This design comes from an exercise in tuning for small area and a short achievable clock period on the open sky130 flow, not from production work.

// fir_3tap
module fir_3tap (input clk,
                 input [7:0] Xin,
                 input [7:0] H0,
                 input [7:0] H1,
                 input [7:0] H2,
                 output reg [15:0] Yout);
For scale: about 720 cells after synthesis, ~48 flip-flops, roughly 49 I/O pins.
export LEC_CHECK = 0
export CAP_MARGIN = 20
export CORE_MARGIN = 2
export CORE_UTILIZATION = 40
export SLEW_MARGIN = 20
export SYNTH_HIERARCHICAL = 1
export SYNTH_MINIMUM_KEEP_SIZE = 0
create_clock -name core_clock -period 12.5 [get_ports {clk}]
standard.sh (not shown) runs the stock make flow with config.mk's settings and CLKGATE_MAP_FILE= SYNTH_SCRIPT=/design/flow/synth_recipe.tcl, a recipe that flattens the netlist after the stock synthesis.
==> flow/flow/run.sh <==
#!/bin/bash
# The standard layout (standard.sh), with two changes to how it is made:
# - ports are buffered with buf_1 instead of the default delay buffer;
# - repair_timing aims for 5 ns of setup slack instead of 0.
set -euo pipefail
export SETUP_SLACK_MARGIN=5
export BUFFER_PORTS_ARGS="-buffer_cell sky130_fd_sc_hd__buf_1"
bash standard.sh > standard.log 2>&1
The baseline completed without violations.
Change:
==> flow/flow/run.sh (replaced) <==
#!/bin/bash
# The standard layout (standard.sh), with two changes to how it is made:
# - ports are buffered with buf_1 instead of the default delay buffer;
# - repair_timing aims for 7.1 ns of setup slack instead of 0.
set -euo pipefail
export SETUP_SLACK_MARGIN=7.1
export BUFFER_PORTS_ARGS="-buffer_cell sky130_fd_sc_hd__buf_1"
bash standard.sh > standard.log 2>&1
Result: Routed wire length climbs by a quarter to a third. Worst setup slack improves by 0.48 ns. Via count climbs by roughly a tenth. Global-route usage climbs by 2.8 points. Clock-buffer cell count is unchanged. Hold slack improves by 0.0069 ns. Maximum frequency climbs by a little under a tenth.
Change:
==> flow/flow/run.sh (replaced) <==
#!/bin/bash
# The standard layout (standard.sh), with two changes to how it is made:
# - ports are buffered with buf_1 instead of the default delay buffer;
# - repair_timing aims for 6.8 ns of setup slack instead of 0.
set -euo pipefail
export SETUP_SLACK_MARGIN=6.8
export BUFFER_PORTS_ARGS="-buffer_cell sky130_fd_sc_hd__buf_1"
bash standard.sh > standard.log 2>&1
- CORE_UTILIZATION: 40 -> 65
The new run completed without violations.
Setup slack got worse by 0.18 ns.
Synthesized area is unchanged.
Wire length drops by 17%.
Hold slack loses 0.0057 ns.
Final area fell by 14%.
Change:
- CORE_UTILIZATION: 65 -> 40
- CTS_BUF_LIST: default -> sky130_fd_sc_hd__clkbuf_8
The new run produced a clean layout.
Final cell count went up by roughly a tenth.
Worst setup slack degrades by 0.031 ns.
Synthesized area does not change.
Wire length decreases by a few percent.
Maximum frequency went down slightly.
Clock skew increases by 0.0058 ns.
Global-route usage is lower by 10 points.
Change:
- CTS_BUF_LIST: sky130_fd_sc_hd__clkbuf_8 -> default
=>
- die area does not change
- worst hold slack degrades by 0.0048 ns
- synthesized cell count is unchanged
- global-route usage hardly moves
- clock-buffer cell count is unchanged
- clock skew goes down by 0.0042 ns
- utilization climbs by 0.40 points
Change:
==> flow/flow/run.sh (replaced) <==
#!/bin/bash
# The standard layout (standard.sh), with two changes to how it is made:
# - ports are buffered with buf_1 instead of the default delay buffer;
# - repair_timing aims for 6.3 ns of setup slack instead of 0.
set -euo pipefail
export SETUP_SLACK_MARGIN=6.3
export BUFFER_PORTS_ARGS="-buffer_cell sky130_fd_sc_hd__buf_1"
bash standard.sh > standard.log 2>&1
What happened:
- via count is lower by 1.5%
- non-clock buffer count is lower by 8
- hold slack gets worse by 0.0049 ns
- global-route usage is lower by 0.32 points
- flip-flop and latch count is unchanged
- clock skew is lower by 0.0040 ns
- die area stays the same
- maximum frequency is lower by 4.7%
- critical path depth is unchanged
No run of this note included a check of the RTL's function; only the layout flow was run.

---

Setup of run C:
fir_3tap, a different RTL version from the one above (not shown whole).
Size: ~56 flip-flops, roughly 49 I/O pins, ~6500 µm² of cells after synthesis.
==> flow/design.v (excerpt) <==
module fir_3tap (input clk,
                 input [7:0] Xin,
                 input [7:0] H0,
                 input [7:0] H1,
                 input [7:0] H2,
                 output reg [15:0] Yout);
clock: 12.5 ns
lec_check: 0
cap_margin: 20
core_margin: 2
core_utilization: 55
cts_buf_list: sky130_fd_sc_hd__clkbuf_8
slew_margin: 20
synth_hierarchical: 1
synth_minimum_keep_size: 0
tns_end_percent: 0
==> flow/flow/run.sh <==
#!/bin/bash
# The standard layout (standard.sh), with two changes to how it is made:
# - ports are buffered with buf_1 instead of the default delay buffer;
# - repair_timing aims for 6.9 ns of setup slack instead of 0.
set -euo pipefail
export SETUP_SLACK_MARGIN=6.9
export BUFFER_PORTS_ARGS="-buffer_cell sky130_fd_sc_hd__buf_1"
bash standard.sh > standard.log 2>&1
Run C: done, clean on timing, DRC and antenna
The following lists how run A was set up differently from run C:
==> flow/flow/run.sh <==
#!/bin/bash
# The standard layout (standard.sh), with two changes to how it is made:
# - ports are buffered with buf_1 instead of the default delay buffer;
# - repair_timing aims for 6.6 ns of setup slack instead of 0.
set -euo pipefail
export SETUP_SLACK_MARGIN=6.6
export BUFFER_PORTS_ARGS="-buffer_cell sky130_fd_sc_hd__buf_1"
bash standard.sh > standard.log 2>&1
[summary]
- Looking at fraction of area in clock buffers and inverters, run A sits 0.58 points higher than run C does.
- Part of the cycle the worst path needs | run A above run C
- Count of buffers added by post-CTS timing repair for setup in run A is 15 below run C.
- Against run C as the reference, run A delivers a lower maximum number of pins on one net before global-route repair.
- Total met3 wirelength after detailed routing (run A over run C): increase, about 11%
Function was not checked in any run of this note: the RTL went through the layout flow alone.

-- what the ideal ports hide --
The flow's constraints put no driver on any port. The routed layouts listed below were extracted and timed again, unchanged, in two steps.
Step 1, drivers: a clkbuf_16 drives clk and a buf_2 each remaining input, both assumed.
Step 2, shift: input delay + t, output delay - t, t = (earliest + latest rising clock arrival at the registers) / 2. This alone moves slack from input paths to output paths.
Three values: ideal, step 1, step 2; two values: the first two.
run | t, ns | setup slack, ns | worst setup path after step 2 | worst data-port slew with drivers (ns)
the first run of note 1 | 0.322 | 6.653 / 6.669 / 6.348 | input to register | 0.04
the second run of note 1 | 0.329 | 7.135 / 7.111 / 6.782 | input to register | 0.06
the third run of note 1 | 0.345 | 6.957 / 6.971 / 6.626 | input to register | 0.04
the fourth run of note 1 | 0.346 | 6.927 / 6.934 / 6.588 | input to register | 0.03
the fifth run of note 1 | 0.329 | 6.928 / 6.940 / 6.611 | input to register | 0.03
the sixth run of note 1 | 0.322 | 6.653 / 6.669 / 6.348 | input to register | 0.04
run C | 0.370 | 6.937 / 6.948 / 6.577 | input to register | 0.03
run A | 0.360 | 6.826 / 6.795 / 6.434 | input to register | 0.07
After both steps every run listed still meets setup and hold. For run A, which loses most, drivers alone change the setup slack by -0.031 ns; drivers and shift together by -0.392 ns.
